What follows belongs to an exercise in optimizing a design on an open flow for small area, a short achievable clock period and few clock cycles; a production flow would make more cautious choices.
The RTL was checked by simulation tests, not by an equivalence proof against the original design.

==> flow/design.v <==
`default_nettype    none
module subterranean_round
(
    input wire [256:0] a,
    input wire [32:0] din,
    output wire [256:0] o,
    output wire [31:0] dout
);
wire [256:0] a_after_chi_iota;
wire [256:0] a_after_theta;
assign a_after_chi_iota[0]     = ~(a[0]   ^   ((~a[1])     & a[2]));
assign a_after_chi_iota[254:1] = a[254:1] ^   ((~a[255:2]) & a[256:3]);
assign a_after_chi_iota[255]   = a[255]   ^   ((~a[256])   & a[0]);
assign a_after_chi_iota[256]   = a[256]   ^   ((~a[0])     & a[1]);
assign a_after_theta[12]  = a_after_chi_iota[12]  ^ a_after_chi_iota[15]  ^ a_after_chi_iota[20]  ^ din[0];
assign a_after_theta[56]  = a_after_chi_iota[56]  ^ a_after_chi_iota[59]  ^ a_after_chi_iota[64]  ^ din[1];
assign a_after_theta[90]  = a_after_chi_iota[90]  ^ a_after_chi_iota[93]  ^ a_after_chi_iota[98]  ^ din[2];
assign a_after_theta[163] = a_after_chi_iota[163] ^ a_after_chi_iota[166] ^ a_after_chi_iota[171] ^ din[3];
assign a_after_theta[161] = a_after_chi_iota[161] ^ a_after_chi_iota[164] ^ a_after_chi_iota[169] ^ din[4];
assign a_after_theta[66]  = a_after_chi_iota[66]  ^ a_after_chi_iota[69]  ^ a_after_chi_iota[74]  ^ din[5];
assign a_after_theta[51]  = a_after_chi_iota[51]  ^ a_after_chi_iota[54]  ^ a_after_chi_iota[59]  ^ din[6];
assign a_after_theta[238] = a_after_chi_iota[238] ^ a_after_chi_iota[241] ^ a_after_chi_iota[246] ^ din[7];
assign a_after_theta[254] = a_after_chi_iota[254] ^ a_after_chi_iota[0]   ^ a_after_chi_iota[5]   ^ din[8];
assign a_after_theta[243] = a_after_chi_iota[243] ^ a_after_chi_iota[246] ^ a_after_chi_iota[251] ^ din[9];
assign a_after_theta[106] = a_after_chi_iota[106] ^ a_after_chi_iota[109] ^ a_after_chi_iota[114] ^ din[10];
assign a_after_theta[152] = a_after_chi_iota[152] ^ a_after_chi_iota[155] ^ a_after_chi_iota[160] ^ din[11];
assign a_after_theta[24]  = a_after_chi_iota[24]  ^ a_after_chi_iota[27]  ^ a_after_chi_iota[32]  ^ din[12];
assign a_after_theta[112] = a_after_chi_iota[112] ^ a_after_chi_iota[115] ^ a_after_chi_iota[120] ^ din[13];
assign a_after_theta[180] = a_after_chi_iota[180] ^ a_after_chi_iota[183] ^ a_after_chi_iota[188] ^ din[14];
assign a_after_theta[69]  = a_after_chi_iota[69]  ^ a_after_chi_iota[72]  ^ a_after_chi_iota[77]  ^ din[15];
assign a_after_theta[65]  = a_after_chi_iota[65]  ^ a_after_chi_iota[68]  ^ a_after_chi_iota[73]  ^ din[16];
assign a_after_theta[132] = a_after_chi_iota[132] ^ a_after_chi_iota[135] ^ a_after_chi_iota[140] ^ din[17];
assign a_after_theta[102] = a_after_chi_iota[102] ^ a_after_chi_iota[105] ^ a_after_chi_iota[110] ^ din[18];
assign a_after_theta[219] = a_after_chi_iota[219] ^ a_after_chi_iota[222] ^ a_after_chi_iota[227] ^ din[19];
assign a_after_theta[251] = a_after_chi_iota[251] ^ a_after_chi_iota[254] ^ a_after_chi_iota[2]   ^ din[20];
assign a_after_theta[229] = a_after_chi_iota[229] ^ a_after_chi_iota[232] ^ a_after_chi_iota[237] ^ din[21];
assign a_after_theta[212] = a_after_chi_iota[212] ^ a_after_chi_iota[215] ^ a_after_chi_iota[220] ^ din[22];
assign a_after_theta[47]  = a_after_chi_iota[47]  ^ a_after_chi_iota[50]  ^ a_after_chi_iota[55]  ^ din[23];
assign a_after_theta[48]  = a_after_chi_iota[48]  ^ a_after_chi_iota[51]  ^ a_after_chi_iota[56]  ^ din[24];
assign a_after_theta[224] = a_after_chi_iota[224] ^ a_after_chi_iota[227] ^ a_after_chi_iota[232] ^ din[25];
assign a_after_theta[103] = a_after_chi_iota[103] ^ a_after_chi_iota[106] ^ a_after_chi_iota[111] ^ din[26];
assign a_after_theta[138] = a_after_chi_iota[138] ^ a_after_chi_iota[141] ^ a_after_chi_iota[146] ^ din[27];
assign a_after_theta[130] = a_after_chi_iota[130] ^ a_after_chi_iota[133] ^ a_after_chi_iota[138] ^ din[28];
assign a_after_theta[7]   = a_after_chi_iota[7]   ^ a_after_chi_iota[10]  ^ a_after_chi_iota[15]  ^ din[29];
assign a_after_theta[204] = a_after_chi_iota[204] ^ a_after_chi_iota[207] ^ a_after_chi_iota[212] ^ din[30];
assign a_after_theta[181] = a_after_chi_iota[181] ^ a_after_chi_iota[184] ^ a_after_chi_iota[189] ^ din[31];
assign a_after_theta[245] = a_after_chi_iota[245] ^ a_after_chi_iota[248] ^ a_after_chi_iota[253] ^ din[32];
assign a_after_theta[0] = a_after_chi_iota[0] ^ a_after_chi_iota[3] ^ a_after_chi_iota[8];
assign a_after_theta[36] = a_after_chi_iota[36] ^ a_after_chi_iota[39] ^ a_after_chi_iota[44];
assign a_after_theta[60] = a_after_chi_iota[60] ^ a_after_chi_iota[63] ^ a_after_chi_iota[68];
assign a_after_theta[72] = a_after_chi_iota[72] ^ a_after_chi_iota[75] ^ a_after_chi_iota[80];
assign a_after_theta[84] = a_after_chi_iota[84] ^ a_after_chi_iota[87] ^ a_after_chi_iota[92];
assign a_after_theta[96] = a_after_chi_iota[96] ^ a_after_chi_iota[99] ^ a_after_chi_iota[104];
assign a_after_theta[108] = a_after_chi_iota[108] ^ a_after_chi_iota[111] ^ a_after_chi_iota[116];
assign a_after_theta[120] = a_after_chi_iota[120] ^ a_after_chi_iota[123] ^ a_after_chi_iota[128];
assign a_after_theta[144] = a_after_chi_iota[144] ^ a_after_chi_iota[147] ^ a_after_chi_iota[152];
assign a_after_theta[156] = a_after_chi_iota[156] ^ a_after_chi_iota[159] ^ a_after_chi_iota[164];
assign a_after_theta[168] = a_after_chi_iota[168] ^ a_after_chi_iota[171] ^ a_after_chi_iota[176];
assign a_after_theta[192] = a_after_chi_iota[192] ^ a_after_chi_iota[195] ^ a_after_chi_iota[200];
assign a_after_theta[216] = a_after_chi_iota[216] ^ a_after_chi_iota[219] ^ a_after_chi_iota[224];
assign a_after_theta[228] = a_after_chi_iota[228] ^ a_after_chi_iota[231] ^ a_after_chi_iota[236];
assign a_after_theta[240] = a_after_chi_iota[240] ^ a_after_chi_iota[243] ^ a_after_chi_iota[248];
assign a_after_theta[252] = a_after_chi_iota[252] ^ a_after_chi_iota[255] ^ a_after_chi_iota[3];
assign a_after_theta[19] = a_after_chi_iota[19] ^ a_after_chi_iota[22] ^ a_after_chi_iota[27];
assign a_after_theta[31] = a_after_chi_iota[31] ^ a_after_chi_iota[34] ^ a_after_chi_iota[39];
assign a_after_theta[43] = a_after_chi_iota[43] ^ a_after_chi_iota[46] ^ a_after_chi_iota[51];
assign a_after_theta[55] = a_after_chi_iota[55] ^ a_after_chi_iota[58] ^ a_after_chi_iota[63];
assign a_after_theta[67] = a_after_chi_iota[67] ^ a_after_chi_iota[70] ^ a_after_chi_iota[75];
assign a_after_theta[79] = a_after_chi_iota[79] ^ a_after_chi_iota[82] ^ a_after_chi_iota[87];
assign a_after_theta[91] = a_after_chi_iota[91] ^ a_after_chi_iota[94] ^ a_after_chi_iota[99];
assign a_after_theta[115] = a_after_chi_iota[115] ^ a_after_chi_iota[118] ^ a_after_chi_iota[123];
assign a_after_theta[127] = a_after_chi_iota[127] ^ a_after_chi_iota[130] ^ a_after_chi_iota[135];
assign a_after_theta[139] = a_after_chi_iota[139] ^ a_after_chi_iota[142] ^ a_after_chi_iota[147];
assign a_after_theta[151] = a_after_chi_iota[151] ^ a_after_chi_iota[154] ^ a_after_chi_iota[159];
assign a_after_theta[175] = a_after_chi_iota[175] ^ a_after_chi_iota[178] ^ a_after_chi_iota[183];
assign a_after_theta[187] = a_after_chi_iota[187] ^ a_after_chi_iota[190] ^ a_after_chi_iota[195];
assign a_after_theta[199] = a_after_chi_iota[199] ^ a_after_chi_iota[202] ^ a_after_chi_iota[207];
assign a_after_theta[211] = a_after_chi_iota[211] ^ a_after_chi_iota[214] ^ a_after_chi_iota[219];
assign a_after_theta[223] = a_after_chi_iota[223] ^ a_after_chi_iota[226] ^ a_after_chi_iota[231];
assign a_after_theta[235] = a_after_chi_iota[235] ^ a_after_chi_iota[238] ^ a_after_chi_iota[243];
assign a_after_theta[247] = a_after_chi_iota[247] ^ a_after_chi_iota[250] ^ a_after_chi_iota[255];
assign a_after_theta[2] = a_after_chi_iota[2] ^ a_after_chi_iota[5] ^ a_after_chi_iota[10];
assign a_after_theta[14] = a_after_chi_iota[14] ^ a_after_chi_iota[17] ^ a_after_chi_iota[22];
assign a_after_theta[26] = a_after_chi_iota[26] ^ a_after_chi_iota[29] ^ a_after_chi_iota[34];
assign a_after_theta[38] = a_after_chi_iota[38] ^ a_after_chi_iota[41] ^ a_after_chi_iota[46];
assign a_after_theta[50] = a_after_chi_iota[50] ^ a_after_chi_iota[53] ^ a_after_chi_iota[58];
assign a_after_theta[62] = a_after_chi_iota[62] ^ a_after_chi_iota[65] ^ a_after_chi_iota[70];
assign a_after_theta[74] = a_after_chi_iota[74] ^ a_after_chi_iota[77] ^ a_after_chi_iota[82];
assign a_after_theta[86] = a_after_chi_iota[86] ^ a_after_chi_iota[89] ^ a_after_chi_iota[94];
assign a_after_theta[98] = a_after_chi_iota[98] ^ a_after_chi_iota[101] ^ a_after_chi_iota[106];
assign a_after_theta[110] = a_after_chi_iota[110] ^ a_after_chi_iota[113] ^ a_after_chi_iota[118];
assign a_after_theta[122] = a_after_chi_iota[122] ^ a_after_chi_iota[125] ^ a_after_chi_iota[130];
assign a_after_theta[134] = a_after_chi_iota[134] ^ a_after_chi_iota[137] ^ a_after_chi_iota[142];
assign a_after_theta[146] = a_after_chi_iota[146] ^ a_after_chi_iota[149] ^ a_after_chi_iota[154];
assign a_after_theta[158] = a_after_chi_iota[158] ^ a_after_chi_iota[161] ^ a_after_chi_iota[166];
assign a_after_theta[170] = a_after_chi_iota[170] ^ a_after_chi_iota[173] ^ a_after_chi_iota[178];
assign a_after_theta[182] = a_after_chi_iota[182] ^ a_after_chi_iota[185] ^ a_after_chi_iota[190];
assign a_after_theta[194] = a_after_chi_iota[194] ^ a_after_chi_iota[197] ^ a_after_chi_iota[202];
assign a_after_theta[206] = a_after_chi_iota[206] ^ a_after_chi_iota[209] ^ a_after_chi_iota[214];
assign a_after_theta[218] = a_after_chi_iota[218] ^ a_after_chi_iota[221] ^ a_after_chi_iota[226];
assign a_after_theta[230] = a_after_chi_iota[230] ^ a_after_chi_iota[233] ^ a_after_chi_iota[238];
assign a_after_theta[242] = a_after_chi_iota[242] ^ a_after_chi_iota[245] ^ a_after_chi_iota[250];
assign a_after_theta[9] = a_after_chi_iota[9] ^ a_after_chi_iota[12] ^ a_after_chi_iota[17];
assign a_after_theta[21] = a_after_chi_iota[21] ^ a_after_chi_iota[24] ^ a_after_chi_iota[29];
assign a_after_theta[33] = a_after_chi_iota[33] ^ a_after_chi_iota[36] ^ a_after_chi_iota[41];
assign a_after_theta[45] = a_after_chi_iota[45] ^ a_after_chi_iota[48] ^ a_after_chi_iota[53];
assign a_after_theta[57] = a_after_chi_iota[57] ^ a_after_chi_iota[60] ^ a_after_chi_iota[65];
assign a_after_theta[81] = a_after_chi_iota[81] ^ a_after_chi_iota[84] ^ a_after_chi_iota[89];
assign a_after_theta[93] = a_after_chi_iota[93] ^ a_after_chi_iota[96] ^ a_after_chi_iota[101];
assign a_after_theta[105] = a_after_chi_iota[105] ^ a_after_chi_iota[108] ^ a_after_chi_iota[113];
assign a_after_theta[117] = a_after_chi_iota[117] ^ a_after_chi_iota[120] ^ a_after_chi_iota[125];
assign a_after_theta[129] = a_after_chi_iota[129] ^ a_after_chi_iota[132] ^ a_after_chi_iota[137];
assign a_after_theta[141] = a_after_chi_iota[141] ^ a_after_chi_iota[144] ^ a_after_chi_iota[149];
assign a_after_theta[153] = a_after_chi_iota[153] ^ a_after_chi_iota[156] ^ a_after_chi_iota[161];
assign a_after_theta[165] = a_after_chi_iota[165] ^ a_after_chi_iota[168] ^ a_after_chi_iota[173];
assign a_after_theta[177] = a_after_chi_iota[177] ^ a_after_chi_iota[180] ^ a_after_chi_iota[185];
assign a_after_theta[189] = a_after_chi_iota[189] ^ a_after_chi_iota[192] ^ a_after_chi_iota[197];
assign a_after_theta[201] = a_after_chi_iota[201] ^ a_after_chi_iota[204] ^ a_after_chi_iota[209];
assign a_after_theta[213] = a_after_chi_iota[213] ^ a_after_chi_iota[216] ^ a_after_chi_iota[221];
assign a_after_theta[225] = a_after_chi_iota[225] ^ a_after_chi_iota[228] ^ a_after_chi_iota[233];
assign a_after_theta[237] = a_after_chi_iota[237] ^ a_after_chi_iota[240] ^ a_after_chi_iota[245];
assign a_after_theta[249] = a_after_chi_iota[249] ^ a_after_chi_iota[252] ^ a_after_chi_iota[0];
assign a_after_theta[4] = a_after_chi_iota[4] ^ a_after_chi_iota[7] ^ a_after_chi_iota[12];
assign a_after_theta[16] = a_after_chi_iota[16] ^ a_after_chi_iota[19] ^ a_after_chi_iota[24];
assign a_after_theta[28] = a_after_chi_iota[28] ^ a_after_chi_iota[31] ^ a_after_chi_iota[36];
assign a_after_theta[40] = a_after_chi_iota[40] ^ a_after_chi_iota[43] ^ a_after_chi_iota[48];
assign a_after_theta[52] = a_after_chi_iota[52] ^ a_after_chi_iota[55] ^ a_after_chi_iota[60];
assign a_after_theta[64] = a_after_chi_iota[64] ^ a_after_chi_iota[67] ^ a_after_chi_iota[72];
assign a_after_theta[76] = a_after_chi_iota[76] ^ a_after_chi_iota[79] ^ a_after_chi_iota[84];
assign a_after_theta[88] = a_after_chi_iota[88] ^ a_after_chi_iota[91] ^ a_after_chi_iota[96];
assign a_after_theta[100] = a_after_chi_iota[100] ^ a_after_chi_iota[103] ^ a_after_chi_iota[108];
assign a_after_theta[124] = a_after_chi_iota[124] ^ a_after_chi_iota[127] ^ a_after_chi_iota[132];
assign a_after_theta[136] = a_after_chi_iota[136] ^ a_after_chi_iota[139] ^ a_after_chi_iota[144];
assign a_after_theta[148] = a_after_chi_iota[148] ^ a_after_chi_iota[151] ^ a_after_chi_iota[156];
assign a_after_theta[160] = a_after_chi_iota[160] ^ a_after_chi_iota[163] ^ a_after_chi_iota[168];
assign a_after_theta[172] = a_after_chi_iota[172] ^ a_after_chi_iota[175] ^ a_after_chi_iota[180];
assign a_after_theta[184] = a_after_chi_iota[184] ^ a_after_chi_iota[187] ^ a_after_chi_iota[192];
assign a_after_theta[196] = a_after_chi_iota[196] ^ a_after_chi_iota[199] ^ a_after_chi_iota[204];
assign a_after_theta[208] = a_after_chi_iota[208] ^ a_after_chi_iota[211] ^ a_after_chi_iota[216];
assign a_after_theta[220] = a_after_chi_iota[220] ^ a_after_chi_iota[223] ^ a_after_chi_iota[228];
assign a_after_theta[232] = a_after_chi_iota[232] ^ a_after_chi_iota[235] ^ a_after_chi_iota[240];
assign a_after_theta[244] = a_after_chi_iota[244] ^ a_after_chi_iota[247] ^ a_after_chi_iota[252];
assign a_after_theta[256] = a_after_chi_iota[256] ^ a_after_chi_iota[2] ^ a_after_chi_iota[7];
assign a_after_theta[11] = a_after_chi_iota[11] ^ a_after_chi_iota[14] ^ a_after_chi_iota[19];
assign a_after_theta[23] = a_after_chi_iota[23] ^ a_after_chi_iota[26] ^ a_after_chi_iota[31];
assign a_after_theta[35] = a_after_chi_iota[35] ^ a_after_chi_iota[38] ^ a_after_chi_iota[43];
assign a_after_theta[59] = a_after_chi_iota[59] ^ a_after_chi_iota[62] ^ a_after_chi_iota[67];
assign a_after_theta[71] = a_after_chi_iota[71] ^ a_after_chi_iota[74] ^ a_after_chi_iota[79];
assign a_after_theta[83] = a_after_chi_iota[83] ^ a_after_chi_iota[86] ^ a_after_chi_iota[91];
assign a_after_theta[95] = a_after_chi_iota[95] ^ a_after_chi_iota[98] ^ a_after_chi_iota[103];
assign a_after_theta[107] = a_after_chi_iota[107] ^ a_after_chi_iota[110] ^ a_after_chi_iota[115];
assign a_after_theta[119] = a_after_chi_iota[119] ^ a_after_chi_iota[122] ^ a_after_chi_iota[127];
assign a_after_theta[131] = a_after_chi_iota[131] ^ a_after_chi_iota[134] ^ a_after_chi_iota[139];
assign a_after_theta[143] = a_after_chi_iota[143] ^ a_after_chi_iota[146] ^ a_after_chi_iota[151];
assign a_after_theta[155] = a_after_chi_iota[155] ^ a_after_chi_iota[158] ^ a_after_chi_iota[163];
assign a_after_theta[167] = a_after_chi_iota[167] ^ a_after_chi_iota[170] ^ a_after_chi_iota[175];
assign a_after_theta[179] = a_after_chi_iota[179] ^ a_after_chi_iota[182] ^ a_after_chi_iota[187];
assign a_after_theta[191] = a_after_chi_iota[191] ^ a_after_chi_iota[194] ^ a_after_chi_iota[199];
assign a_after_theta[203] = a_after_chi_iota[203] ^ a_after_chi_iota[206] ^ a_after_chi_iota[211];
assign a_after_theta[215] = a_after_chi_iota[215] ^ a_after_chi_iota[218] ^ a_after_chi_iota[223];
assign a_after_theta[227] = a_after_chi_iota[227] ^ a_after_chi_iota[230] ^ a_after_chi_iota[235];
assign a_after_theta[239] = a_after_chi_iota[239] ^ a_after_chi_iota[242] ^ a_after_chi_iota[247];
assign a_after_theta[6] = a_after_chi_iota[6] ^ a_after_chi_iota[9] ^ a_after_chi_iota[14];
assign a_after_theta[18] = a_after_chi_iota[18] ^ a_after_chi_iota[21] ^ a_after_chi_iota[26];
assign a_after_theta[30] = a_after_chi_iota[30] ^ a_after_chi_iota[33] ^ a_after_chi_iota[38];
assign a_after_theta[42] = a_after_chi_iota[42] ^ a_after_chi_iota[45] ^ a_after_chi_iota[50];
assign a_after_theta[54] = a_after_chi_iota[54] ^ a_after_chi_iota[57] ^ a_after_chi_iota[62];
assign a_after_theta[78] = a_after_chi_iota[78] ^ a_after_chi_iota[81] ^ a_after_chi_iota[86];
assign a_after_theta[114] = a_after_chi_iota[114] ^ a_after_chi_iota[117] ^ a_after_chi_iota[122];
assign a_after_theta[126] = a_after_chi_iota[126] ^ a_after_chi_iota[129] ^ a_after_chi_iota[134];
assign a_after_theta[150] = a_after_chi_iota[150] ^ a_after_chi_iota[153] ^ a_after_chi_iota[158];
assign a_after_theta[162] = a_after_chi_iota[162] ^ a_after_chi_iota[165] ^ a_after_chi_iota[170];
assign a_after_theta[174] = a_after_chi_iota[174] ^ a_after_chi_iota[177] ^ a_after_chi_iota[182];
assign a_after_theta[186] = a_after_chi_iota[186] ^ a_after_chi_iota[189] ^ a_after_chi_iota[194];
assign a_after_theta[198] = a_after_chi_iota[198] ^ a_after_chi_iota[201] ^ a_after_chi_iota[206];
assign a_after_theta[210] = a_after_chi_iota[210] ^ a_after_chi_iota[213] ^ a_after_chi_iota[218];
assign a_after_theta[222] = a_after_chi_iota[222] ^ a_after_chi_iota[225] ^ a_after_chi_iota[230];
assign a_after_theta[234] = a_after_chi_iota[234] ^ a_after_chi_iota[237] ^ a_after_chi_iota[242];
assign a_after_theta[246] = a_after_chi_iota[246] ^ a_after_chi_iota[249] ^ a_after_chi_iota[254];
assign a_after_theta[1] = a_after_chi_iota[1] ^ a_after_chi_iota[4] ^ a_after_chi_iota[9];
assign a_after_theta[13] = a_after_chi_iota[13] ^ a_after_chi_iota[16] ^ a_after_chi_iota[21];
assign a_after_theta[25] = a_after_chi_iota[25] ^ a_after_chi_iota[28] ^ a_after_chi_iota[33];
assign a_after_theta[37] = a_after_chi_iota[37] ^ a_after_chi_iota[40] ^ a_after_chi_iota[45];
assign a_after_theta[49] = a_after_chi_iota[49] ^ a_after_chi_iota[52] ^ a_after_chi_iota[57];
assign a_after_theta[61] = a_after_chi_iota[61] ^ a_after_chi_iota[64] ^ a_after_chi_iota[69];
assign a_after_theta[73] = a_after_chi_iota[73] ^ a_after_chi_iota[76] ^ a_after_chi_iota[81];
assign a_after_theta[85] = a_after_chi_iota[85] ^ a_after_chi_iota[88] ^ a_after_chi_iota[93];
assign a_after_theta[97] = a_after_chi_iota[97] ^ a_after_chi_iota[100] ^ a_after_chi_iota[105];
assign a_after_theta[109] = a_after_chi_iota[109] ^ a_after_chi_iota[112] ^ a_after_chi_iota[117];
assign a_after_theta[121] = a_after_chi_iota[121] ^ a_after_chi_iota[124] ^ a_after_chi_iota[129];
assign a_after_theta[133] = a_after_chi_iota[133] ^ a_after_chi_iota[136] ^ a_after_chi_iota[141];
assign a_after_theta[145] = a_after_chi_iota[145] ^ a_after_chi_iota[148] ^ a_after_chi_iota[153];
assign a_after_theta[157] = a_after_chi_iota[157] ^ a_after_chi_iota[160] ^ a_after_chi_iota[165];
assign a_after_theta[169] = a_after_chi_iota[169] ^ a_after_chi_iota[172] ^ a_after_chi_iota[177];
assign a_after_theta[193] = a_after_chi_iota[193] ^ a_after_chi_iota[196] ^ a_after_chi_iota[201];
assign a_after_theta[205] = a_after_chi_iota[205] ^ a_after_chi_iota[208] ^ a_after_chi_iota[213];
assign a_after_theta[217] = a_after_chi_iota[217] ^ a_after_chi_iota[220] ^ a_after_chi_iota[225];
assign a_after_theta[241] = a_after_chi_iota[241] ^ a_after_chi_iota[244] ^ a_after_chi_iota[249];
assign a_after_theta[253] = a_after_chi_iota[253] ^ a_after_chi_iota[256] ^ a_after_chi_iota[4];
assign a_after_theta[8] = a_after_chi_iota[8] ^ a_after_chi_iota[11] ^ a_after_chi_iota[16];
assign a_after_theta[20] = a_after_chi_iota[20] ^ a_after_chi_iota[23] ^ a_after_chi_iota[28];
assign a_after_theta[32] = a_after_chi_iota[32] ^ a_after_chi_iota[35] ^ a_after_chi_iota[40];
assign a_after_theta[44] = a_after_chi_iota[44] ^ a_after_chi_iota[47] ^ a_after_chi_iota[52];
assign a_after_theta[68] = a_after_chi_iota[68] ^ a_after_chi_iota[71] ^ a_after_chi_iota[76];
assign a_after_theta[80] = a_after_chi_iota[80] ^ a_after_chi_iota[83] ^ a_after_chi_iota[88];
assign a_after_theta[92] = a_after_chi_iota[92] ^ a_after_chi_iota[95] ^ a_after_chi_iota[100];
assign a_after_theta[104] = a_after_chi_iota[104] ^ a_after_chi_iota[107] ^ a_after_chi_iota[112];
assign a_after_theta[116] = a_after_chi_iota[116] ^ a_after_chi_iota[119] ^ a_after_chi_iota[124];
assign a_after_theta[128] = a_after_chi_iota[128] ^ a_after_chi_iota[131] ^ a_after_chi_iota[136];
assign a_after_theta[140] = a_after_chi_iota[140] ^ a_after_chi_iota[143] ^ a_after_chi_iota[148];
assign a_after_theta[164] = a_after_chi_iota[164] ^ a_after_chi_iota[167] ^ a_after_chi_iota[172];
assign a_after_theta[176] = a_after_chi_iota[176] ^ a_after_chi_iota[179] ^ a_after_chi_iota[184];
assign a_after_theta[188] = a_after_chi_iota[188] ^ a_after_chi_iota[191] ^ a_after_chi_iota[196];
assign a_after_theta[200] = a_after_chi_iota[200] ^ a_after_chi_iota[203] ^ a_after_chi_iota[208];
assign a_after_theta[236] = a_after_chi_iota[236] ^ a_after_chi_iota[239] ^ a_after_chi_iota[244];
assign a_after_theta[248] = a_after_chi_iota[248] ^ a_after_chi_iota[251] ^ a_after_chi_iota[256];
assign a_after_theta[3] = a_after_chi_iota[3] ^ a_after_chi_iota[6] ^ a_after_chi_iota[11];
assign a_after_theta[15] = a_after_chi_iota[15] ^ a_after_chi_iota[18] ^ a_after_chi_iota[23];
assign a_after_theta[27] = a_after_chi_iota[27] ^ a_after_chi_iota[30] ^ a_after_chi_iota[35];
assign a_after_theta[39] = a_after_chi_iota[39] ^ a_after_chi_iota[42] ^ a_after_chi_iota[47];
assign a_after_theta[63] = a_after_chi_iota[63] ^ a_after_chi_iota[66] ^ a_after_chi_iota[71];
assign a_after_theta[75] = a_after_chi_iota[75] ^ a_after_chi_iota[78] ^ a_after_chi_iota[83];
assign a_after_theta[87] = a_after_chi_iota[87] ^ a_after_chi_iota[90] ^ a_after_chi_iota[95];
assign a_after_theta[99] = a_after_chi_iota[99] ^ a_after_chi_iota[102] ^ a_after_chi_iota[107];
assign a_after_theta[111] = a_after_chi_iota[111] ^ a_after_chi_iota[114] ^ a_after_chi_iota[119];
assign a_after_theta[123] = a_after_chi_iota[123] ^ a_after_chi_iota[126] ^ a_after_chi_iota[131];
assign a_after_theta[135] = a_after_chi_iota[135] ^ a_after_chi_iota[138] ^ a_after_chi_iota[143];
assign a_after_theta[147] = a_after_chi_iota[147] ^ a_after_chi_iota[150] ^ a_after_chi_iota[155];
assign a_after_theta[159] = a_after_chi_iota[159] ^ a_after_chi_iota[162] ^ a_after_chi_iota[167];
assign a_after_theta[171] = a_after_chi_iota[171] ^ a_after_chi_iota[174] ^ a_after_chi_iota[179];
assign a_after_theta[183] = a_after_chi_iota[183] ^ a_after_chi_iota[186] ^ a_after_chi_iota[191];
assign a_after_theta[195] = a_after_chi_iota[195] ^ a_after_chi_iota[198] ^ a_after_chi_iota[203];
assign a_after_theta[207] = a_after_chi_iota[207] ^ a_after_chi_iota[210] ^ a_after_chi_iota[215];
assign a_after_theta[231] = a_after_chi_iota[231] ^ a_after_chi_iota[234] ^ a_after_chi_iota[239];
assign a_after_theta[255] = a_after_chi_iota[255] ^ a_after_chi_iota[1] ^ a_after_chi_iota[6];
assign a_after_theta[10] = a_after_chi_iota[10] ^ a_after_chi_iota[13] ^ a_after_chi_iota[18];
assign a_after_theta[22] = a_after_chi_iota[22] ^ a_after_chi_iota[25] ^ a_after_chi_iota[30];
assign a_after_theta[34] = a_after_chi_iota[34] ^ a_after_chi_iota[37] ^ a_after_chi_iota[42];
assign a_after_theta[46] = a_after_chi_iota[46] ^ a_after_chi_iota[49] ^ a_after_chi_iota[54];
assign a_after_theta[58] = a_after_chi_iota[58] ^ a_after_chi_iota[61] ^ a_after_chi_iota[66];
assign a_after_theta[70] = a_after_chi_iota[70] ^ a_after_chi_iota[73] ^ a_after_chi_iota[78];
assign a_after_theta[82] = a_after_chi_iota[82] ^ a_after_chi_iota[85] ^ a_after_chi_iota[90];
assign a_after_theta[94] = a_after_chi_iota[94] ^ a_after_chi_iota[97] ^ a_after_chi_iota[102];
assign a_after_theta[118] = a_after_chi_iota[118] ^ a_after_chi_iota[121] ^ a_after_chi_iota[126];
assign a_after_theta[142] = a_after_chi_iota[142] ^ a_after_chi_iota[145] ^ a_after_chi_iota[150];
assign a_after_theta[154] = a_after_chi_iota[154] ^ a_after_chi_iota[157] ^ a_after_chi_iota[162];
assign a_after_theta[166] = a_after_chi_iota[166] ^ a_after_chi_iota[169] ^ a_after_chi_iota[174];
assign a_after_theta[178] = a_after_chi_iota[178] ^ a_after_chi_iota[181] ^ a_after_chi_iota[186];
assign a_after_theta[190] = a_after_chi_iota[190] ^ a_after_chi_iota[193] ^ a_after_chi_iota[198];
assign a_after_theta[202] = a_after_chi_iota[202] ^ a_after_chi_iota[205] ^ a_after_chi_iota[210];
assign a_after_theta[214] = a_after_chi_iota[214] ^ a_after_chi_iota[217] ^ a_after_chi_iota[222];
assign a_after_theta[226] = a_after_chi_iota[226] ^ a_after_chi_iota[229] ^ a_after_chi_iota[234];
assign a_after_theta[250] = a_after_chi_iota[250] ^ a_after_chi_iota[253] ^ a_after_chi_iota[1];
assign a_after_theta[5] = a_after_chi_iota[5] ^ a_after_chi_iota[8] ^ a_after_chi_iota[13];
assign a_after_theta[17] = a_after_chi_iota[17] ^ a_after_chi_iota[20] ^ a_after_chi_iota[25];
assign a_after_theta[29] = a_after_chi_iota[29] ^ a_after_chi_iota[32] ^ a_after_chi_iota[37];
assign a_after_theta[41] = a_after_chi_iota[41] ^ a_after_chi_iota[44] ^ a_after_chi_iota[49];
assign a_after_theta[53] = a_after_chi_iota[53] ^ a_after_chi_iota[56] ^ a_after_chi_iota[61];
assign a_after_theta[77] = a_after_chi_iota[77] ^ a_after_chi_iota[80] ^ a_after_chi_iota[85];
assign a_after_theta[89] = a_after_chi_iota[89] ^ a_after_chi_iota[92] ^ a_after_chi_iota[97];
assign a_after_theta[101] = a_after_chi_iota[101] ^ a_after_chi_iota[104] ^ a_after_chi_iota[109];
assign a_after_theta[113] = a_after_chi_iota[113] ^ a_after_chi_iota[116] ^ a_after_chi_iota[121];
assign a_after_theta[125] = a_after_chi_iota[125] ^ a_after_chi_iota[128] ^ a_after_chi_iota[133];
assign a_after_theta[137] = a_after_chi_iota[137] ^ a_after_chi_iota[140] ^ a_after_chi_iota[145];
assign a_after_theta[149] = a_after_chi_iota[149] ^ a_after_chi_iota[152] ^ a_after_chi_iota[157];
assign a_after_theta[173] = a_after_chi_iota[173] ^ a_after_chi_iota[176] ^ a_after_chi_iota[181];
assign a_after_theta[185] = a_after_chi_iota[185] ^ a_after_chi_iota[188] ^ a_after_chi_iota[193];
assign a_after_theta[197] = a_after_chi_iota[197] ^ a_after_chi_iota[200] ^ a_after_chi_iota[205];
assign a_after_theta[209] = a_after_chi_iota[209] ^ a_after_chi_iota[212] ^ a_after_chi_iota[217];
assign a_after_theta[221] = a_after_chi_iota[221] ^ a_after_chi_iota[224] ^ a_after_chi_iota[229];
assign a_after_theta[233] = a_after_chi_iota[233] ^ a_after_chi_iota[236] ^ a_after_chi_iota[241];
generate
    genvar gen_j;
    for (gen_j = 0; gen_j < 257; gen_j = gen_j + 1) begin: pi_step
        assign o[gen_j] = a_after_theta[(12*gen_j) % 257];
    end
endgenerate
assign dout[0]  = a[1]   ^ a[256];
assign dout[1]  = a[176] ^ a[81];
assign dout[2]  = a[136] ^ a[121];
assign dout[3]  = a[35]  ^ a[222];
assign dout[4]  = a[249] ^ a[8];
assign dout[5]  = a[134] ^ a[123];
assign dout[6]  = a[197] ^ a[60];
assign dout[7]  = a[234] ^ a[23];
assign dout[8]  = a[64]  ^ a[193];
assign dout[9]  = a[213] ^ a[44];
assign dout[10] = a[223] ^ a[34];
assign dout[11] = a[184] ^ a[73];
assign dout[12] = a[2]   ^ a[255];
assign dout[13] = a[95]  ^ a[162];
assign dout[14] = a[15]  ^ a[242];
assign dout[15] = a[70]  ^ a[187];
assign dout[16] = a[241] ^ a[16];
assign dout[17] = a[11]  ^ a[246];
assign dout[18] = a[137] ^ a[120];
assign dout[19] = a[211] ^ a[46];
assign dout[20] = a[128] ^ a[129];
assign dout[21] = a[169] ^ a[88];
assign dout[22] = a[189] ^ a[68];
assign dout[23] = a[111] ^ a[146];
assign dout[24] = a[4]   ^ a[253];
assign dout[25] = a[190] ^ a[67];
assign dout[26] = a[30]  ^ a[227];
assign dout[27] = a[140] ^ a[117];
assign dout[28] = a[225] ^ a[32];
assign dout[29] = a[22]  ^ a[235];
assign dout[30] = a[17]  ^ a[240];
assign dout[31] = a[165] ^ a[92];
endmodule
`default_nettype    none
module subterranean_lwc
#(parameter ASYNC_RSTN = 0,
parameter G_PWIDTH = 32,
parameter G_SWIDTH = 32,
parameter G_SEGMENT_SIZE_BITS = 16,
parameter G_HASH_SIZE_WORDS = 8,
parameter G_TAG_SIZE_WORDS = 4
)
(
    input wire clk,
    input wire rst,
    input wire [(G_PWIDTH-1):0] pdi_data,
    input wire pdi_valid,
    output wire pdi_ready,
    input wire [(G_SWIDTH-1):0] sdi_data,
    input wire sdi_valid,
    output wire sdi_ready,
    output wire [(G_PWIDTH-1):0] do_data,
    output wire do_valid,
    input wire do_ready,
    output wire do_last
);
localparam P_IDLE = 4'd0,  P_NHDR = 4'd1,  P_NDAT = 4'd2,  P_AHDR = 4'd3,
           P_ADAT = 4'd4,  P_PHDR = 4'd5,  P_PDAT = 4'd6,  P_TAG  = 4'd7,
           P_THDR = 4'd8,  P_TDAT = 4'd9,  P_SQ   = 4'd10, P_STAT = 4'd11,
           P_HHDR = 4'd12, P_HDAT = 4'd13, P_INST = 4'd14;
function [31:0] bswap(input [31:0] x);
    bswap = {x[7:0], x[15:8], x[23:16], x[31:24]};
endfunction
reg [14:0] ph;          
reg [256:0] st;
reg [4:0] nr;           
reg nz;                 
reg [3:0] cnt;          
reg [15:0] len;         
reg lastw;              
reg [2:0] wsize;        
reg eot;
reg dec;
reg fail;
reg [1:0] bidx;         
reg hlast;              
reg [3:0] bsel;         
reg [3:0] bsel_n;
reg [3:0] mb;           
reg [3:0] mp;           
reg ms;                 
reg dsel;               
reg kw;                 
reg [4:0] padv;         
reg [1:0] sph;          
reg [1:0] kcnt;
reg kact;               
reg hfirst;             
reg spend;              
reg pv, pc;             
reg [32:0] o0, o1;
reg v0, v1;
reg prdy, srdy;         
reg m_key;              
reg m_word;             
reg m_hash;             
reg m_sq;               
reg m_t;                
reg dfull;              
reg [14:0] ph_n;
reg [4:0] nr_n;
reg [3:0] cnt_n;
reg [15:0] len_n;
reg lastw_n;
reg [2:0] wsize_n;
reg eot_n, dec_n, fail_n, kact_n, hfirst_n, nz_n, hlast_n, spend_n;
reg [1:0] bidx_n, sph_n, kcnt_n;
reg push;
reg [32:0] pw;
wire ptake = pdi_valid & prdy;
wire stake = sdi_valid & srdy;
wire qpush = (pdi_valid & pv) | pc;
wire [4:0] nr_dec = nz ? 5'd0 : (nr - 5'd1);
wire wr_ok = ~v1;
wire pop = v0 & do_ready;
wire [31:0] z;
wire [31:0] y;
wire hdr_le4 = (pdi_data[15:3] == 13'd0) && ((pdi_data[2] == 1'b0) || (pdi_data[1:0] == 2'b00));
wire [2:0] hdr_ws = hdr_le4 ? pdi_data[2:0] : 3'd4;
wire len_le8 = (len[15:4] == 12'd0) && ((len[3] == 1'b0) || (len[2:0] == 3'b000));
wire [2:0] len_ws = len_le8 ? (len[2:0] ^ 3'b100) : 3'd4;
always @(*) begin
    ph_n = ph;
    nr_n = nr_dec;
    nz_n = (nr[4:1] == 4'd0);
    hlast_n = hlast;
    cnt_n = cnt;
    len_n = len;
    lastw_n = lastw;
    wsize_n = wsize;
    eot_n = eot;
    dec_n = dec;
    fail_n = fail;
    kact_n = kact;
    hfirst_n = hfirst;
    spend_n = spend;
    bidx_n = bidx;
    bsel_n = bsel;
    sph_n = sph;
    kcnt_n = kcnt;
    push = 1'b0;
    pw = 33'd0;
    if (stake) begin
        case (sph)
            2'd0 : sph_n = 2'd1;
            2'd1 : begin sph_n = 2'd2; kcnt_n = 2'd0; end
            default : begin
                kcnt_n = kcnt + 2'd1;
                if (kcnt == 2'd3) begin
                    sph_n = 2'd0;
                    kact_n = 1'b0;
                    nr_n = 5'd1;
                    nz_n = 1'b0;
                end
            end
        endcase
    end
        if (ph[P_IDLE] & ptake) begin
            hfirst_n = 1'b1;
            case (pdi_data[31:28])
                4'h7 : begin
                    kact_n = 1'b1;
                    begin ph_n[P_IDLE] = 1'b0; ph_n[P_INST] = 1'b1; end
                end
                4'h8 : begin ph_n[P_IDLE] = 1'b0; ph_n[P_HHDR] = 1'b1; end
                default : ;
            endcase
        end
        if (ph[P_INST] & ptake) begin
            dec_n = pdi_data[28];
            begin ph_n[P_INST] = 1'b0; ph_n[P_NHDR] = 1'b1; end
        end
        if (ph[P_NHDR] & ptake) begin
            cnt_n = 4'd4;
            begin ph_n[P_NHDR] = 1'b0; ph_n[P_NDAT] = 1'b1; end
        end
        if (ph[P_NDAT] & ptake) begin
            cnt_n = cnt - 4'd1;
            if (cnt == 4'd1) begin
                nr_n = 5'd9;
                nz_n = 1'b0;
                begin ph_n[P_NDAT] = 1'b0; ph_n[P_AHDR] = 1'b1; end
            end
        end
        if (ph[P_AHDR] & ptake) begin
            len_n = pdi_data[15:0];
            lastw_n = hdr_le4;
            wsize_n = hdr_ws;
            eot_n = pdi_data[25];
            if (pdi_data[15:0] == 16'd0) begin
                nr_n = nz ? 5'd1 : nr;
                nz_n = 1'b0;
                begin ph_n[P_AHDR] = 1'b0; ph_n[P_PHDR] = 1'b1; end
            end else
                begin ph_n[P_AHDR] = 1'b0; ph_n[P_ADAT] = 1'b1; end
        end
        if (ph[P_ADAT] & ptake) begin
            len_n = len - 16'd4;
                lastw_n = len_le8;
                wsize_n = len_ws;
            if (lastw) begin
                if (eot) begin
                    if (wsize == 3'd4) begin nr_n = 5'd1; nz_n = 1'b0; end
                    begin ph_n[P_ADAT] = 1'b0; ph_n[P_PHDR] = 1'b1; end
                end else
                    begin ph_n[P_ADAT] = 1'b0; ph_n[P_AHDR] = 1'b1; end
            end
        end
        if (ph[P_PHDR] & ptake) begin
            push = 1'b1;
            pw = {1'b0, dec ? 4'h4 : 4'h5, 2'b00, pdi_data[25], dec & pdi_data[25], 8'h00, pdi_data[15:0]};
            len_n = pdi_data[15:0];
            lastw_n = hdr_le4;
            wsize_n = hdr_ws;
            eot_n = pdi_data[25];
            if (pdi_data[15:0] == 16'd0) begin
                nr_n = nz ? 5'd9 : (nr + 5'd8);
                nz_n = 1'b0;
                ph_n[P_PHDR] = 1'b0;
                if (dec) ph_n[P_THDR] = 1'b1; else ph_n[P_TAG] = 1'b1;
            end else
                begin ph_n[P_PHDR] = 1'b0; ph_n[P_PDAT] = 1'b1; end
        end
        if (ph[P_PDAT] & ptake) begin
            push = 1'b1;
            pw = {lastw & eot, bswap(y)};
            len_n = len - 16'd4;
                lastw_n = len_le8;
                wsize_n = len_ws;
            if (lastw) begin
                if (eot) begin
                    nr_n = (wsize == 3'd4) ? 5'd9 : 5'd8;
                    nz_n = 1'b0;
                    ph_n[P_PDAT] = 1'b0;
                    if (dec) ph_n[P_THDR] = 1'b1; else ph_n[P_TAG] = 1'b1;
                end else
                    begin ph_n[P_PDAT] = 1'b0; ph_n[P_PHDR] = 1'b1; end
            end
        end
        if (ph[P_TAG] & wr_ok) begin
            push = 1'b1;
            pw = {1'b0, 32'h83000010};
            cnt_n = 4'd4;
            begin ph_n[P_TAG] = 1'b0; ph_n[P_SQ] = 1'b1; end
        end
        if (ph[P_THDR] & ptake) begin
            cnt_n = 4'd4;
            begin ph_n[P_THDR] = 1'b0; ph_n[P_TDAT] = 1'b1; end
        end
        if (ph[P_TDAT] & ptake) begin
            if ((bswap(pdi_data) != z) && (cnt != 4'd1)) fail_n = 1'b1;
            cnt_n = cnt - 4'd1;
            if (cnt == 4'd1) begin ph_n[P_TDAT] = 1'b0; ph_n[P_IDLE] = 1'b1; spend_n = 1'b1; end
        end
        if (ph[P_SQ] & m_sq) begin
            push = 1'b1;
            pw = {cnt == 4'd1, bswap(z)};
            cnt_n = cnt - 4'd1;
            if (cnt == 4'd1) begin ph_n[P_SQ] = 1'b0; ph_n[P_IDLE] = 1'b1; spend_n = 1'b1; end
        end
        if (spend & wr_ok) begin
            pw = {1'b1, fail ? 4'hF : 4'hE, 28'd0};
            spend_n = 1'b0;
            fail_n = 1'b0;
        end
        if (ph[P_HHDR] & ptake) begin
            hfirst_n = 1'b0;
            if (hfirst) begin
                push = 1'b1;
                pw = {1'b0, 4'h9, 4'h3, 8'h00, 16'd32};
            end
            len_n = pdi_data[15:0];
            lastw_n = hdr_le4;
            wsize_n = hdr_ws;
            eot_n = pdi_data[25];
            bidx_n = 2'd0;
            bsel_n = 4'b0001;
            hlast_n = (pdi_data[15:0] == 16'd1);
            if (pdi_data[15:0] == 16'd0) begin
                nr_n = nz ? 5'd10 : (nr + 5'd9);
                nz_n = 1'b0;
                cnt_n = 4'd8;
                begin ph_n[P_HHDR] = 1'b0; ph_n[P_SQ] = 1'b1; end
            end else
                begin ph_n[P_HHDR] = 1'b0; ph_n[P_HDAT] = 1'b1; end
        end
        if (ph[P_HDAT] & pdi_valid & m_hash) begin
            nr_n = 5'd1;
            nz_n = 1'b0;
            bidx_n = bidx + 2'd1;
            bsel_n = {bsel[2:0], bsel[3]};
            hlast_n = ((bidx + 3'd2) == wsize);
            if (ptake) begin
                bidx_n = 2'd0;
                bsel_n = 4'b0001;
                hlast_n = (len == 16'd5);
                len_n = len - 16'd4;
                lastw_n = len_le8;
                wsize_n = len_ws;
                if (lastw) begin
                    if (eot) begin
                        nr_n = 5'd11;
                        nz_n = 1'b0;
                        cnt_n = 4'd8;
                        begin ph_n[P_HDAT] = 1'b0; ph_n[P_SQ] = 1'b1; end
                    end else
                        begin ph_n[P_HDAT] = 1'b0; ph_n[P_HHDR] = 1'b1; end
                end
            end
        end
end
reg v0_n, v1_n;
always @(*) begin
    v0_n = v0;
    v1_n = v1;
    if (v1) begin
        if (pop) v1_n = 1'b0;
    end else if (qpush) begin
        if (v0 & ~pop) v1_n = 1'b1;
        else v0_n = 1'b1;
    end else if (pop) begin
        v0_n = 1'b0;
    end
end
wire wr_ok_n = ~v1_n;
reg prdy_n, m_word_n, m_hash_n, m_sq_n;
always @(*) begin
    prdy_n = 1'b0;
    m_word_n = 1'b0;
    m_hash_n = 1'b0;
    m_sq_n = 1'b0;
    prdy_n = ph_n[P_IDLE] | ph_n[P_INST] | ph_n[P_NHDR] | ph_n[P_AHDR] | ph_n[P_THDR]
           | ((ph_n[P_HHDR] | ph_n[P_PHDR]) & wr_ok_n & ~spend_n)
           | (ph_n[P_NDAT] & ~kact_n & nz_n)
           | ((ph_n[P_ADAT] | ph_n[P_TDAT]) & nz_n)
           | (ph_n[P_PDAT] & nz_n & wr_ok_n)
           | (ph_n[P_HDAT] & nz_n & hlast_n);
    m_word_n = ((ph_n[P_NDAT] & ~kact_n) | ph_n[P_ADAT] | (ph_n[P_PDAT] & wr_ok_n)) & nz_n;
    m_hash_n = ph_n[P_HDAT] & nz_n;
    m_sq_n = ph_n[P_SQ] & nz_n & wr_ok_n;
end
wire srdy_n = (sph_n != 2'd2) | (kact_n & nz_n);
wire pv_n = prdy_n & (ph_n[P_PHDR] | ph_n[P_PDAT] | (ph_n[P_HHDR] & hfirst_n));
wire pc_n = m_sq_n | ((ph_n[P_TAG] | spend_n) & wr_ok_n);
wire m_key_n = (sph_n == 2'd2) & kact_n & nz_n;
wire m_t_n = ph_n[P_TDAT] & nz_n;
wire dfull_n = m_key_n | ph_n[P_NDAT] | ph_n[P_TDAT];
wire [2:0] dsize_n = dfull_n ? 3'd4 : wsize_n;
wire [3:0] mb_n = {dsize_n == 3'd4, dsize_n >= 3'd3, dsize_n >= 3'd2, dsize_n >= 3'd1};
wire [3:0] mp_n = m_key_n ? 4'b0000 : mb_n;
reg [4:0] padv_n;
always @(*) begin
    if (m_key_n | m_word_n) begin
        case (dsize_n)
            3'd0 : padv_n = 5'b00001;
            3'd1 : padv_n = 5'b00010;
            3'd2 : padv_n = 5'b00100;
            3'd3 : padv_n = 5'b01000;
            default : padv_n = 5'b10000;
        endcase
    end else if (m_hash_n)
        padv_n = 5'b00010;
    else
        padv_n = 5'b00001;
end
always @(posedge clk) begin
    if (rst) begin
        ph <= 15'd1 << P_IDLE;
        nr <= 5'd0;
        nz <= 1'b1;
        sph <= 2'd0;
        kact <= 1'b0;
        spend <= 1'b0;
        fail <= 1'b0;
        v0 <= 1'b0;
        v1 <= 1'b0;
        prdy <= 1'b0;
        srdy <= 1'b0;
        m_key <= 1'b0;
        m_word <= 1'b0;
        m_hash <= 1'b0;
        m_sq <= 1'b0;
        pv <= 1'b0;
        pc <= 1'b0;
        m_t <= 1'b0;
        dfull <= 1'b0;
    end else begin
        ph <= ph_n;
        nr <= nr_n;
        nz <= nz_n;
        sph <= sph_n;
        kact <= kact_n;
        spend <= spend_n;
        fail <= fail_n;
        v0 <= v0_n;
        v1 <= v1_n;
        prdy <= prdy_n;
        srdy <= srdy_n;
        m_key <= m_key_n;
        m_word <= m_word_n;
        m_hash <= m_hash_n;
        m_sq <= m_sq_n;
        pv <= pv_n;
        pc <= pc_n;
        m_t <= m_t_n;
        dfull <= dfull_n;
    end
end
always @(posedge clk) begin
    cnt <= cnt_n;
    len <= len_n;
    lastw <= lastw_n;
    wsize <= wsize_n;
    eot <= eot_n;
    dec <= dec_n;
    bidx <= bidx_n;
    bsel <= bsel_n;
    mb <= mb_n;
    mp <= mp_n;
    ms <= m_key_n;
    dsel <= dec_n & ph_n[P_PDAT];
    kw <= m_key_n | m_word_n;
    padv <= padv_n;
    hlast <= hlast_n;
    kcnt <= kcnt_n;
    hfirst <= hfirst_n;
end
always @(posedge clk) begin
    if (v1) begin
        if (pop) o0 <= o1;
    end else if (qpush) begin
        if (v0 & ~pop) o1 <= pw;
        else o0 <= pw;
    end
end
wire [256:0] st_next;
reg [32:0] din;
wire [31:0] mask = {{8{mb[3]}}, {8{mb[2]}}, {8{mb[1]}}, {8{mb[0]}}};
wire [31:0] x = (bswap(pdi_data) & {{8{mp[3]}}, {8{mp[2]}}, {8{mp[1]}}, {8{mp[0]}}})
              | (bswap(sdi_data) & {32{ms}});
assign y = (z ^ x) & mask;
wire [7:0] hbyte = (pdi_data[31:24] & {8{bsel[0]}}) | (pdi_data[23:16] & {8{bsel[1]}})
                 | (pdi_data[15:8] & {8{bsel[2]}}) | (pdi_data[7:0] & {8{bsel[3]}});
always @(*) begin
    din[31:0] = ((dsel ? y : x) & {32{kw}}) | {24'd0, hbyte & {8{m_hash}}};
    din[32] = padv[4];
    din[0] = din[0] | padv[0];
    din[8] = din[8] | padv[1];
    din[16] = din[16] | padv[2];
    din[24] = din[24] | padv[3];
end
subterranean_round round (
    .a(st),
    .din(din),
    .o(st_next),
    .dout(z)
);
wire do_round = ~nz | (sdi_valid & m_key) | (pdi_valid & (m_word | m_hash | m_t)) | m_sq;
wire init = ptake & ph[P_IDLE];
always @(posedge clk) begin
    if (init)
        st <= 257'd0;
    else if (do_round)
        st <= st_next;
end
assign pdi_ready = prdy;
assign sdi_ready = srdy;
assign do_data = o0[31:0];
assign do_last = o0[32];
assign do_valid = v0;
endmodule
==> flow/flow/run.sh <==
#!/bin/bash
# The standard layout, except that the port buffers are plain buffers
# (buffer_ports otherwise picks a delay cell, clkdlybuf4s50_1, for them).
set -euo pipefail
export BUFFER_PORTS_ARGS="-buffer_cell sky130_fd_sc_hd__buf_4"
bash standard.sh finish > make_finish.log 2>&1
==> flow/standard.sh <==
#!/bin/bash
# synth_recipe.tcl (not shown) runs the flow's synth.tcl, then flattens the netlist and writes it again
# the make line also repeats each setting of config.mk as NAME=value (left out here)
make -C /OpenROAD-flow-scripts/flow DESIGN_CONFIG=/design/flow/config.mk WORK_HOME=/design/flow/orfs CLKGATE_MAP_FILE= SYNTH_SCRIPT=/design/flow/synth_recipe.tcl "${@:-finish}"
==> flow/config.mk <==
export PLATFORM = sky130hd
export DESIGN_NAME = subterranean_lwc
export DESIGN_NICKNAME = subterranean_lwc
export VERILOG_FILES = /design/flow/design.v
export SDC_FILE = /design/flow/constraint.sdc
export NUM_CORES = 4
export LEC_CHECK = 0
export ABC_CLOCK_PERIOD_IN_PS = 2000
export CAP_MARGIN = 20
export CORE_MARGIN = 2
export CORE_UTILIZATION = 60
export CTS_CLUSTER_DIAMETER = 100
export CTS_CLUSTER_SIZE = 24
export PLACE_DENSITY = 0.72
export SETUP_SLACK_MARGIN = 2.8
export SLEW_MARGIN = 20
export TNS_END_PERCENT = 5
==> flow/constraint.sdc <==
create_clock -name core_clock -period 5.0 [get_ports {clk}]
set_input_delay 1.0000 -clock core_clock [delete_from_list [all_inputs] [get_ports {clk}]]
set_output_delay 1.0000 -clock core_clock [all_outputs]
set_load 0.01 [all_outputs]
==> results.json <==
{
  "status": "complete, no violations",
  "slew_headroom_pct": 5.86,
  "synth_cell_types": 73,
  "nets": 3230,
  "wl_um": 94700,
  "port_buffers": 104,
  "critical_path_required_ns": 5.43,
  "dr.pass1.iters": 6,
  "ios": 105,
  "critical_path_class": "register to register",
  "synth.most_common_cell": "xnor2_1",
  "drive_gt1_share_pct": 8.76,
  "grt_pass1_wl_um": 138000,
  "start_kind": "register",
  "htree_levels": 1,
  "ys_seq_area_share_pct": 33.2,
  "tns_ns": 0,
  "dp_slack_ns": 1.34,
  "syn_nets": 3217,
  "cts_buffer_depth": 3,
  "worstPathArrival_ns": 3.05,
  "dieArea_um2": 46900,
  "yosys_register_bits": 411,
  "grt_util_all_layers_pct": 39.0,
  "slew_viol_final": 0,
  "seqCellArea_um2": 9030,
  "dp_hpwl_um": 72200,
  "drtIter0Drc": 2697,
  "dp_cells": 3686,
  "vias": 23300,
  "yosys_most_used_dff": "dfxtp_1",
  "reg2reg_to": "fail",
  "core_um2": 44400,
  "hold_viol": 0,
  "grt_pass1_vias": 21900,
  "grt_max_degree": 229,
  "multi_input_area_um2": 17800,
  "setup_violations": 0,
  "fin_worst_skew_ns": 0.0274,
  "rr_startpoint": "st[81]",
  "clk_latency_ns": 0.58,
  "cp-end-kind": "register",
  "overflow": 0,
  "numCtsBuffers": 21,
  "crit_end": "fail",
  "start_util_pct": 61.0,
  "vias_per_cell": 6.21,
  "yosys.area.top_type_share_pct": 26.8,
  "gp_congestion": 0.999,
  "area_growth_pct": 8.83,
  "maxCapViolCount": 0,
  "synth.largest_area_cell": "xnor2_1",
  "worst_pin_slew_ns": 1.41,
  "ant_nets": 0,
  "ff2ff_setup_slack_ns": 2.39,
  "path_clk_slew_ns": 0.10,
  "fillers": 3727,
  "drc": 0,
  "hp-class": "register to register",
  "synth_area_um2": 27100,
  "synth_edf_count": 77,
  "postSynthCellCount": 3139,
  "cts.sinks": 411,
  "postLayoutCoreUtil_pct": 66.4,
  "drt-wirelength-per-cell_um": 25.2,
  "die_h_um": 217,
  "ys_top_cells_by_area": "xnor2_1 (27%), dfxtp_1 (25%), edfxtp_1 (8.5%)",
  "post_layout_nonfiller_instances": 3755,
  "synthArstFlopShare_pct": 0,
  "cts_tree": "built",
  "period_minus_slack_ns": 2.61,
  "fmax_ghz": 0.383,
  "num_rows": 77,
  "yosys_warnings": 1,
  "ys_top_cells_by_count": "xnor2_1 (829), nor2_1 (362), dfxtp_1 (334)",
  "worstRegToRegCells": 7,
  "min_period_over_period_pct": 52.2,
  "root_buffer": "clkbuf_16",
  "worst_slack_ns": 2.39,
  "rsz0062_at_grt": "yes",
  "antenna_found_initial": 1,
  "die_x_um": 217,
  "worstPathMaxFanout": 5,
  "startpoint": "st[81]",
  "synth.avg_cell_area_um2": 8.64
}
==> cells in the final DEF (no fill, tap or decap), types with 11 or more instances in the layout <==
cell         n
xor2_1      65
o21a_1      20
a21oi_1     97
and2_1      11
dfxtp_1    318
a22oi_1     69
inv_1       15
nand4_1     13
nand2_1    127
buf_4      139
nor3_1      27
nor2b_1    277
dfxtp_2     12
clkbuf_16   23
nand2b_1    11
a31oi_1     17
xnor2_1    828
a22o_1      12
o21ai_0     89
nand3_1     55
a211oi_1   232
nor2_1     357
edfxtp_1    77
mux2_2      11
o31ai_1     31
o22ai_1     28
==> layout make-up <==
| cell class | count | area share [%] |
|---|---|---|
| well taps | 592 | 2.51 |
| clock inverters | 3 | 0.0721 |
| multi-input cells | 2546 | 60.2 |
| flip-flops and latches | 411 | 30.6 |
| repair buffers | 156 | 4.45 |
| clock buffers | 30 | 1.97 |
| diodes | 1 | 0.00848 |
| inverters | 16 | 0.204 |
==> logic make-up (layout without fill, tap and decap cells) <==
logic type,Yosys count,count (layout),share of synthesized area [%]
and+or+nand+nor,962,964,17.6
xor gates and xnor gates,897,897,29.0
AOI/OAI and AO/OA,661,662,16.6
DFF,411,411,33.2
buffers and inverters,185,205,2.62
muxes,14,14,0.568
adders and majority gates,9,9,0.415
other,0,1,0
==> sequential cells by signal, summed over array words and instances, names as in the netlist, 2 cells and up <==
signal	flops
st	257
o0	33
o1	33
len	16
ph	14
nr	5
padv	5
bsel	4
cnt	4
mb	4
mp	4
wsize	3
bidx	2
kcnt	2
sph	2
==> layer usage <==
layer | part of all wire (%) | track usage, % | vias to the layer above | wire length (um)
met5 | 0 | 0 | - | 0
met4 | 8.0 | 25.8 | 0 | 7530
met3 | 7.8 | 4.39 | 265 | 7370
met2 | 45 | 63.4 | 1126 | 42700
met1 | 39 | 49.0 | 11100 | 37000
li1 | - | - | 10800 | -
==> critical path: stages (launching register included) <==
cell      delay, ns
dfxtp_1        0.51
xor2_1         0.76
xnor2_1        0.22
nand4_1        0.13
nor4_1         0.48
a211oi_1       0.18
nor2_1         0.13
nor3_1         0.06
==> stage by stage <==
step	cell area, um^2	hold WS, ns
after floorplan	27200	0.455
after global placement	28200	0.472
after detailed placement	28200	0.483
final	29500	0.509
after CTS	29000	0.507
after global routing	29500	0.531
==> worst min path at each step <==
stage,cells past startpoint,endpoint,slack [ns],start
floorplan,1,ph[7],0.46,ph[7]
global placement,2,ph[14],0.47,ph[14]
detailed placement,1,ph[7],0.48,ph[7]
CTS,1,ph[7],0.51,ph[7]
global route,2,fail,0.53,fail
finish,1,ph[7],0.51,ph[7]
==> what timing repair did <==
item / CTS / global route
setup endpoints to repair: 397 / 352
resized for setup: 50 / 57
pin swaps: 11 / 15
hold buffers: 0 / 0
gates cloned: 1 / 4
setup buffers: 7 / 23
Testbench counts, summed over its fixed seeds: cycles 13,309.

## what the ideal ports hide
Ports are ideal in the flow. The routed layout listed here was re-timed in OpenROAD.
Step 1 assumes that a clkbuf_16 drives the clock port and a buf_2 every other input.
Step 2 also shifts input and output timing later by t, the mid clock arrival at the registers, as if the neighbouring blocks saw the same clock.
Three values: ideal ports, drivers, drivers and shift; two values: the first two.
t, ns: 0.629
slack for setup (ns): 2.389 / 2.389 / 1.842
hold slack, ns: 0.509 / 0.509 / 0.509
clock arrival spread, ns: 0.029 / 0.028
After both steps setup and hold are still met in this run. For this run, drivers alone change the setup slack by 0.000 ns; drivers and shift together by -0.547 ns.
